Source: an optimization exercise on an open RTL-to-GDS flow (aim: small area and a short achievable clock period). Production flows keep margins and buffers that such runs may drop. At most, simulation tests tie the RTL to the original design; equivalence was not proved. Power and IR drop assume default switching activity.

Setup of red:
// shifter_io_wrapper
module shifter_io_wrapper #(
    parameter integer WIDTH = 32,
    parameter integer BLOCK = 16
)(
    input  wire             clk,
    input  wire             v_in,
    input  wire [1:0]       opcode,
    input  wire [4:0]       shamt,
    input  wire [31:0]      din,
    output reg  [31:0]      dout,
    output reg              v_out
);
    genvar i;
    wire is_left  = (opcode == 2'b00);
    wire is_leftn = ~is_left;
    wire fill     = (opcode == 2'b10) & din[31];
    wire filln    = ~fill;
    wire [4:2] shn = ~shamt[4:2];
    wire [31:0] d1;    
    wire [31:0] d2;    
    wire [31:0] d3;    
    wire [31:0] d4;    
    generate
        for (i = 0; i < 32; i = i + 1) begin : g_s1
            mux_inv u_rev (.a(din[i]), .b(din[31-i]), .s(is_left), .sn(is_leftn), .y(d1[i]));
            mux_inv u_16 (.a(d1[i]), .b(i + 16 < 32 ? d1[(i + 16) % 32] : filln),
                          .s(shamt[4]), .sn(shn[4]), .y(d2[i]));
            mux_inv u_8  (.a(d2[i]), .b(i + 8 < 32 ? d2[(i + 8) % 32] : fill),
                          .s(shamt[3]), .sn(shn[3]), .y(d3[i]));
            mux_inv u_4  (.a(d3[i]), .b(i + 4 < 32 ? d3[(i + 4) % 32] : filln),
                          .s(shamt[2]), .sn(shn[2]), .y(d4[i]));
        end
    endgenerate
    reg [31:0] m_data;
    reg [1:0]  m_sh;
    reg        m_fill, m_left, m_v;
    always @(posedge clk) begin
        m_data <= d4;
        m_sh   <= shamt[1:0];
        m_fill <= fill;
        m_left <= is_left;
        m_v    <= v_in;
    end
    wire [1:0] m_shn   = ~m_sh;
    wire       m_filln = ~m_fill;
    wire       m_leftn = ~m_left;
    wire [31:0] e1;    
    wire [31:0] e2;    
  ...
Size: about 310 cells after synthesis, ~70 flip-flops, about 2900 µm² of cells after synthesis.
==> flow/config.mk <==
export PLATFORM = sky130hd
export DESIGN_NAME = shifter_io_wrapper
export DESIGN_NICKNAME = shifter_io_wrapper
export VERILOG_FILES = /design/flow/design.v
export SDC_FILE = /design/flow/constraint.sdc
export NUM_CORES = 4
export LEC_CHECK = 0
export CAP_MARGIN = 20
export CORE_MARGIN = 2
export CORE_UTILIZATION = 40
export SETUP_SLACK_MARGIN = 1.0
export SLEW_MARGIN = 20
export SYNTH_HIERARCHICAL = 1
==> flow/constraint.sdc <==
create_clock -name core_clock -period 2.5 [get_ports {clk}]
set_input_delay 0.5000 -clock core_clock [delete_from_list [all_inputs] [get_ports {clk}]]
set_output_delay 0.5000 -clock core_clock [all_outputs]
set_load 0.01 [all_outputs]
standard.sh (not shown) runs the stock make flow with config.mk's settings and CLKGATE_MAP_FILE= SYNTH_SCRIPT=/design/flow/synth_recipe.tcl, a recipe that flattens the netlist after the stock synthesis.
==> flow/flow/run.sh <==
#!/bin/bash
# Standard ORFS layout; only the cell used for the port buffers differs.
set -euo pipefail
bash standard.sh "BUFFER_PORTS_ARGS=-buffer_cell sky130_fd_sc_hd__buf_1" finish > standard_flow.log 2>&1
Changes in blue relative to red:
diff --git a/flow/config.mk b/flow/config.mk
--- a/flow/config.mk
+++ b/flow/config.mk
@@ -7,2 +7,4 @@
 export LEC_CHECK = 0
+export ABC_AREA = 1
+export ABC_CLOCK_PERIOD_IN_PS = 100000
 export CAP_MARGIN = 20
@@ -10,3 +12,3 @@
 export CORE_UTILIZATION = 40
-export SETUP_SLACK_MARGIN = 1.0
+export SETUP_SLACK_MARGIN = 0.8
 export SLEW_MARGIN = 20
Findings:
blue vs. red: maximum clock frequency increased about 2%, fraction of area in clock buffers and inverters lost 1.3 points, data required time of the worst path rose by 0.06 ns, pre-CTS worst setup slack went up. blue ended with every stage complete and zero timing, DRC or antenna violations. red reports its critical path endpoint as m_data[6]$_DFF_P_ while blue reports m_data[23]$_DFF_P_. opcode[0] as the worst setup path startpoint was reported by red, and opcode[1] by blue.
Input changes introduced in green (baseline for comparison: blue):
diff --git a/flow/config.mk b/flow/config.mk
--- a/flow/config.mk
+++ b/flow/config.mk
@@ -7,8 +7,6 @@
 export LEC_CHECK = 0
-export ABC_AREA = 1
-export ABC_CLOCK_PERIOD_IN_PS = 100000
 export CAP_MARGIN = 20
 export CORE_MARGIN = 2
-export CORE_UTILIZATION = 40
-export SETUP_SLACK_MARGIN = 0.8
+export CORE_UTILIZATION = 60
+export SETUP_SLACK_MARGIN = 1.0
 export SLEW_MARGIN = 20
[summary]
Of the two values seen for group drawing the most power, the clock network was produced by blue and registers by green. Relative to blue, final wirelength has decreased by about 40% in green. Relative to blue, internal reg-to-reg setup slack decreased by 0.02 ns in green. blue vs green, cell class ranked first by area: inverters vs multi-input gates. Cell type of the slowest stage on the worst timing path = buf_8: blue; cell type of the slowest stage on the worst timing path = o22ai_1: green. green ended up with a higher area added between synthesis and finish than blue did. Share of flip-flops with an asynchronous set or reset after synthesis came out exactly the same in green and blue. Lower internal power among green and blue: green. Looking at end of the critical path, the m_data[19]$_DFF_P_ result is from green; the m_data[23]$_DFF_P_ one comes from blue. green: signal arrival time at the worst endpoint is 0.06 ns higher than what blue reported.

Setup of job 101:
Another version of the RTL of shifter_io_wrapper (not shown whole).
Size in the first run: roughly 320 cells after synthesis, ~3100 sq um of cells after synthesis.
export LEC_CHECK = 0
export CAP_MARGIN = 20
export CORE_MARGIN = 2
export CORE_UTILIZATION = 55
export SETUP_SLACK_MARGIN = 1.1
export SLEW_MARGIN = 20
export SYNTH_HIERARCHICAL = 1
create_clock -name core_clock -period 2.5 [get_ports {clk}]
==> flow/flow/run.sh <==
#!/bin/bash
# Standard ORFS layout, with the port buffers made of the smallest buffer and
# a clock tree built without dummy balancing loads.
set -euo pipefail
bash standard.sh "BUFFER_PORTS_ARGS=-buffer_cell sky130_fd_sc_hd__buf_1" \
  "CTS_ARGS=-sink_clustering_enable -repair_clock_nets -dont_use_dummy_load -buf_list sky130_fd_sc_hd__clkbuf_4" finish > standard_flow.log 2>&1
> inputs changed (job 101 -> job 102)
- swapping 55 for 45 in CORE_UTILIZATION
==> run notes <==
- Higher fraction of met2 tracks used by global routing goes to job 101 over job 102.
- Switching power of the nets delta (job 102 − job 101): favourable
- On post-detailed-routing wire length, job 102 does better than job 101.
- The sequential share of layout area was comparable across job 102 and job 101.
### job 102 -> job 103
- SETUP_SLACK_MARGIN changed from 1.1 to 1.07
- CORE_UTILIZATION changed from 45 to 55
### Flow results
Job 103 ends up with higher final core utilization than job 102 does.
The flow did not stop early for job 103: all stages ran, and the layout cleared the timing, design-rule and antenna checks.
Compared to job 102, the routing of job 103 uses less wire.
Routed via count up about 6% in job 103 wrt job 102
Job 103 gives more worst hold slack than job 102 did.
On share of total power in the clock network, job 103 and job 102 are basically level.
Estimated wirelength of the detail-placed design shrinks slightly when moving from job 102 to job 103.
When job 103 is set beside job 102, its arrival time of the worst setup path turns out to be 0.80 ns smaller.
Minimum clock period after layout (lower): job 103
Setup changes, job 103 to job 104
- CORE_UTILIZATION now 40, was 55
- SETUP_SLACK_MARGIN now 1.1, was 1.07
Findings:
- Between job 104 and job 103, it is job 104 whose cell row count is higher, by 19%.
- Of job 103 and job 104, the run reporting the lower fraction of area in clock buffers and inverters was job 104.
- Job 104: part of the power in combinational logic 2.1 points above job 103
- For job 104, the origin of the worst setup path was m_sh2b$_DFF_P_, unlike job 103, where it was dout[31]$_DFF_P_.
#### Input delta (job 105 over job 104)
- SETUP_SLACK_MARGIN now 1.05, was 1.1
- CORE_UTILIZATION now 50, was 40
--- outcome ---
- In summary, job 105 completed successfully, with a layout that passed the timing, design-rule and antenna checks.
- In job 105 the maximum frequency from static timing analysis turned out 0.41% higher than in job 104.
- Diff job 104 -> job 105: critical path depth went down, clock period minus final worst setup slack went down, area added between synthesis and finish went down, fraction of standard cell area that is sequential went up, count of standard-cell rows went down.
- Job 105 against job 104: switching power share of the total has decreased; via count fell by 23; power decreased 0.11 mW.

shifter_io_wrapper, a different RTL version from the one above (not shown whole).
Size in the first run: about 77 flip-flops, roughly 74 I/O pins, about 0.0031 mm2 of cells after synthesis.
Settings: LEC_CHECK=0, CAP_MARGIN=20, CORE_MARGIN=2, CORE_UTILIZATION=50, SETUP_SLACK_MARGIN=1.1, SLEW_MARGIN=20, SYNTH_HIERARCHICAL=1; clock period 2.5 ns.
Scripts as last shown in full above: flow/flow/run.sh
Edit:
--- a/flow/config.mk
+++ b/flow/config.mk
@@ -10 +10 @@
-export CORE_UTILIZATION = 50
+export CORE_UTILIZATION = 55
What happened: Final cell count shrinks slightly; clock power grows by a few percent; fmax shrinks slightly; die area shrinks by a little under a tenth; first-iteration DRC count grows by well over a third; via count grows slightly; wire length shrinks by a few percent.
Function was not checked in any run of this note: the RTL went through the layout flow alone.

Setup of zinc:
The RTL this note starts from:
==> flow/design.v <==
module mux_inv (
    input  wire a,
    input  wire b,
    input  wire s,
    input  wire sn,
    output wire y
);
    assign y = ~((a | s) & (b | sn));
endmodule
module mux_buf (
    input  wire a,
    input  wire b,
    input  wire s,
    input  wire sn,
    output wire y
);
    assign y = (a | s) & (b | sn);
endmodule
module nor2_cell (
    input  wire a,
    input  wire b,
    output wire y
);
    assign y = ~(a | b);
endmodule
module or2_cell (
    input  wire a,
    input  wire b,
    output wire y
);
    assign y = a | b;
endmodule
module inv_cell (
    input  wire a,
    output wire y
);
    assign y = ~a;
endmodule
module wire_cell (
    input  wire a,
    output wire y
);
    assign y = a;
endmodule
module shifter_io_wrapper #(
    parameter integer WIDTH = 32,
    parameter integer BLOCK = 16
)(
    input  wire             clk,
    input  wire             v_in,
    input  wire [1:0]       opcode,
    input  wire [4:0]       shamt,
    input  wire [31:0]      din,
    output reg  [31:0]      dout,
    output reg              v_out
);
    genvar i;
    wire [1:0] is_left, is_leftn;
    nor2_cell u_l0  (.a(opcode[1]), .b(opcode[0]), .y(is_left[0]));
    nor2_cell u_l1  (.a(opcode[1]), .b(opcode[0]), .y(is_left[1]));
    or2_cell  u_ln0 (.a(opcode[1]), .b(opcode[0]), .y(is_leftn[0]));
    or2_cell  u_ln1 (.a(opcode[1]), .b(opcode[0]), .y(is_leftn[1]));
    wire fill     = (opcode == 2'b10) & din[31];
    wire filln    = ~fill;
    wire [4:2] shn = ~shamt[4:2];
    wire [31:0] d1;    
    wire [31:0] d2;    
    wire [31:0] d3;    
    generate
        for (i = 0; i < 32; i = i + 1) begin : g_s1
            mux_inv u_rev (.a(din[i]), .b(din[31-i]), .s(is_left[i / 16]), .sn(is_leftn[i / 16]), .y(d1[i]));
            mux_inv u_16 (.a(d1[i]), .b(i + 16 < 32 ? d1[(i + 16) % 32] : filln),
                          .s(shamt[4]), .sn(shn[4]), .y(d2[i]));
            mux_inv u_8  (.a(d2[i]), .b(i + 8 < 32 ? d2[(i + 8) % 32] : fill),
                          .s(shamt[3]), .sn(shn[3]), .y(d3[i]));
        end
    endgenerate
    wire sh2b, shn2b;
    wire_cell u_sh2b  (.a(shamt[2]), .y(sh2b));
    wire_cell u_shn2b (.a(shn[2]),   .y(shn2b));
    reg [31:0] m_datan;             
    reg [2:0]  m_sh, m_shn;
    reg        m_sh2b, m_shn2b;     
    reg        m_left, m_leftn;
    reg        m_fill, m_v;
    always @(posedge clk) begin
        m_datan <= d3;
        m_sh    <= shamt[2:0];
        m_shn   <= ~shamt[2:0];
        m_sh2b  <= sh2b;
        m_shn2b <= shn2b;
        m_left  <= is_left[0];
        m_leftn <= is_leftn[0];
        m_fill  <= fill;
        m_v     <= v_in;
    end
    wire m_filln = ~m_fill;
    wire [31:0] e1;    
    wire [31:0] e2;    
    wire [31:0] e3;    
    wire [31:0] e4;    
    generate
        for (i = 0; i < 32; i = i + 1) begin : g_s2
            mux_inv u_4   (.a(m_datan[i]), .b(i + 4 < 32 ? m_datan[(i + 4) % 32] : m_filln),
                           .s(i < 16 ? m_sh[2] : m_sh2b), .sn(i < 16 ? m_shn[2] : m_shn2b), .y(e1[i]));
            mux_inv u_2   (.a(e1[i]), .b(i + 2 < 32 ? e1[(i + 2) % 32] : m_fill),
                           .s(m_sh[1]), .sn(m_shn[1]), .y(e2[i]));
            mux_inv u_1   (.a(e2[i]), .b(i + 1 < 32 ? e2[(i + 1) % 32] : m_filln),
                           .s(m_sh[0]), .sn(m_shn[0]), .y(e3[i]));
            mux_buf u_rev (.a(e3[i]), .b(e3[31-i]), .s(m_left), .sn(m_leftn), .y(e4[i]));
        end
    endgenerate
    always @(posedge clk) begin
        dout  <= e4;
        v_out <= m_v;
    end
endmodule
clock: 2.5 ns
lec_check: 0
cap_margin: 20
core_margin: 2
core_utilization: 55
setup_slack_margin: 1.13
slew_margin: 20
synth_hierarchical: 1
Scripts as last shown in full above: flow/flow/run.sh
Input changes introduced in violet (baseline for comparison: zinc):
Settings: SETUP_SLACK_MARGIN now 1.1, was 1.13; CORE_UTILIZATION now 50, was 55.
## What came out
violet: flow completed, timing, DRC and antenna clean
Between violet and zinc, the met3 track demand over resource does not differ in any meaningful way.
Summary — number of placement rows, violet relative to zinc: higher, by about 3.7%.
violet ends up with a number of instances in the placed design that is 6 higher than in zinc.
Inputs modified between violet and nickel:
==> flow/flow/run.sh <==
#!/bin/bash
# Standard ORFS layout, with the port buffers made of the smallest buffer and
# a clock tree built without dummy balancing loads.
set -euo pipefail
bash standard.sh "BUFFER_PORTS_ARGS=-buffer_cell sky130_fd_sc_hd__buf_1" \
  "CTS_ARGS=-sink_clustering_enable -repair_clock_nets -dont_use_dummy_load -buf_list {sky130_fd_sc_hd__clkbuf_4 sky130_fd_sc_hd__clkbuf_8}" finish > standard_flow.log 2>&1
[summary]
- The total number of nets in the final design in nickel was higher than what violet gave.
- [compare] base=violet new=nickel: worst setup slack saw an increase, total via count after detailed routing went down by 1.6%, wire length now larger.
- nickel -> violet: number of setup buffers added after CTS delta 0, exact match
- Relative to violet, clock network area share increased by 1.5 points in nickel.
- Taking violet as the reference, in nickel design area now larger, minimum clock period now smaller.

v54:
Another version of the RTL of shifter_io_wrapper (not shown whole).
Size in the first run: about 77 flip-flops, ~3100 um^2 of cells after synthesis.
==> flow/design.v (excerpt) <==
module shifter_io_wrapper #(
    parameter integer WIDTH = 32,
    parameter integer BLOCK = 16
)(
    input  wire             clk,
    input  wire             v_in,
    input  wire [1:0]       opcode,
    input  wire [4:0]       shamt,
    input  wire [31:0]      din,
    output reg  [31:0]      dout,
    output reg              v_out
);
    genvar i;
    wire [1:0] is_left, is_leftn;
    nor2_cell u_l0  (.a(opcode[1]), .b(opcode[0]), .y(is_left[0]));
    nor2_cell u_l1  (.a(opcode[1]), .b(opcode[0]), .y(is_left[1]));
    or2_cell  u_ln0 (.a(opcode[1]), .b(opcode[0]), .y(is_leftn[0]));
    or2_cell  u_ln1 (.a(opcode[1]), .b(opcode[0]), .y(is_leftn[1]));
    wire fill     = (opcode == 2'b10) & din[31];
    wire filln    = ~fill;
    wire [4:3] shn = ~shamt[4:3];
    wire [31:0] d1;    
    wire [31:0] d2;    
    wire [31:0] d3;    
    generate
        for (i = 0; i < 32; i = i + 1) begin : g_s1
            mux_inv u_rev (.a(din[i]), .b(din[31-i]), .s(is_left[i / 16]), .sn(is_leftn[i / 16]), .y(d1[i]));
  ...
clock: 2.5 ns
lec_check: 0
cap_margin: 20
core_margin: 2
core_utilization: 40
setup_slack_margin: 1.15
slew_margin: 20
synth_hierarchical: 1
==> flow/flow/run.sh <==
#!/bin/bash
# Standard ORFS layout, with the port buffers made of the smallest buffer and
# a clock tree built without dummy balancing loads.
set -euo pipefail
bash standard.sh "BUFFER_PORTS_ARGS=-buffer_cell sky130_fd_sc_hd__buf_1" \
  "CTS_ARGS=-sink_clustering_enable -repair_clock_nets -dont_use_dummy_load" finish > standard_flow.log 2>&1
#### Input delta (v44 over v54)
Settings: changing SETUP_SLACK_MARGIN from 1.15 to 1.08; changing CORE_UTILIZATION from 40 to 50.
--- a/flow/flow/run.sh
+++ b/flow/flow/run.sh
@@ -6 +6 @@
-  "CTS_ARGS=-sink_clustering_enable -repair_clock_nets -dont_use_dummy_load" finish > standard_flow.log 2>&1
+  "CTS_ARGS=-sink_clustering_enable -repair_clock_nets -dont_use_dummy_load -buf_list sky130_fd_sc_hd__clkbuf_4" finish > standard_flow.log 2>&1
--- outcome ---
The share of layout cells above drive strength 1 in v44 sits 1.9 points above the value recorded for v54. v44: no failed stages, no open violations at the end. Compared with v54, in v44 die area has decreased; final core utilization went up by 11 points. Between v54 and v44, cell count is lower for v44, v54 comes in above that. Peak supply drop: v54 and v44 compared, higher one is v44.
Here is what was changed in the inputs of v17 compared with v44.
Settings: SETUP_SLACK_MARGIN: 1.08 -> 1.1; CORE_UTILIZATION: 50 -> 40.
--- a/flow/flow/run.sh
+++ b/flow/flow/run.sh
@@ -6 +6 @@
-  "CTS_ARGS=-sink_clustering_enable -repair_clock_nets -dont_use_dummy_load -buf_list sky130_fd_sc_hd__clkbuf_4" finish > standard_flow.log 2>&1
+  "CTS_ARGS=-sink_clustering_enable -repair_clock_nets -dont_use_dummy_load -sink_clustering_size 40 -sink_clustering_max_diameter 100" finish > standard_flow.log 2>&1
--- outcome ---
The lower final worst-path cycle share of v17 and v44 is in v17. v44 → v17: residual antenna-violating net count after detailed routing was more or less identical; worst hold slack higher; share of total power in the clock network climbed 5.3 points. The area of all placed cells without fillers reported for v17 is greater than that of v44 by about 1%. Looking at v17 and v44, the sequential cell area in the final layout is a wash. Going from v44 to v17, highest clock frequency the design can meet went up by about 2.8%, ratio of routed vias to standard cells shrank by 6.5%.
Changes in v46 relative to v17:
--- a/flow/flow/run.sh
+++ b/flow/flow/run.sh
@@ -6 +6 @@
-  "CTS_ARGS=-sink_clustering_enable -repair_clock_nets -dont_use_dummy_load -sink_clustering_size 40 -sink_clustering_max_diameter 100" finish > standard_flow.log 2>&1
+  "CTS_ARGS=-sink_clustering_enable -repair_clock_nets -dont_use_dummy_load -buf_list sky130_fd_sc_hd__clkbuf_16" finish > standard_flow.log 2>&1
==> run notes <==
Summary of v46 over v17: cell count shows an increase of about 0.6%, highest ir drop seen on vdd shows an increase of 41 uV, synthesis-to-layout area growth grew by 4.2 points, detailed-route wire length rose 55 um, clock network fraction of total power has increased. Worst path arrival time in v46 is 100 ps below v17. The higher total track usage of v17 and v46 is in v46.

[afterwards: timing with drivers on the ports]
The results above use ideal ports. As a check the final layouts listed here were re-extracted and re-timed, cells and wires unchanged.
Step 1: set_driving_cell puts a clkbuf_16 on clk and a buf_2 on each other input, an assumption about the parent block.
Step 2 also shifts input and output timing later by t, the mid clock arrival at the registers, as if the neighbouring blocks saw the same clock.
Slacks: ideal / step 1 / step 2; pairs: ideal / step 1.
| run | shift t [ns] | setup WS [ns] | worst setup path at the end |
|---|---|---|---|
| red | 0.364 | 0.990 / 1.002 / 0.638 | input to register |
| blue | 0.369 | 1.021 / 1.029 / 0.670 | input to register |
| green | 0.361 | 0.980 / 0.981 / 0.620 | input to register |
| job 101 | 0.417 | 1.153 / 1.132 / 0.750 | input to register |
| job 102 | 0.423 | 1.118 / 1.114 / 0.772 | input to register |
| job 103 | 0.411 | 1.125 / 1.100 / 0.724 | input to register |
| job 104 | 0.417 | 1.120 / 1.120 / 0.718 | input to register |
| job 105 | 0.425 | 1.126 / 1.098 / 0.725 | input to register |
| the first run of note 3 | 0.423 | 1.138 / 1.123 / 0.744 | input to register |
| the second run of note 3 | 0.422 | 1.127 / 1.117 / 0.794 | input to register |
| zinc | 0.411 | 1.113 / 1.113 / 0.772 | input to register |
| violet | 0.424 | 1.130 / 1.119 / 0.778 | input to register |
| nickel | 0.358 | 1.142 / 1.142 / 0.820 | input to register |
| v54 | 0.364 | 1.141 / 1.141 / 0.840 | input to register |
| v44 | 0.428 | 1.109 / 1.109 / 0.728 | input to register |
| v17 | 0.366 | 1.146 / 1.146 / 0.834 | input to register |
| v46 | 0.356 | 1.156 / 1.162 / 0.806 | input to register |
After both steps every run listed still meets setup and hold. The setup slack of job 101, which loses most, moves by -0.021 ns with the drivers and by -0.403 ns with both steps.
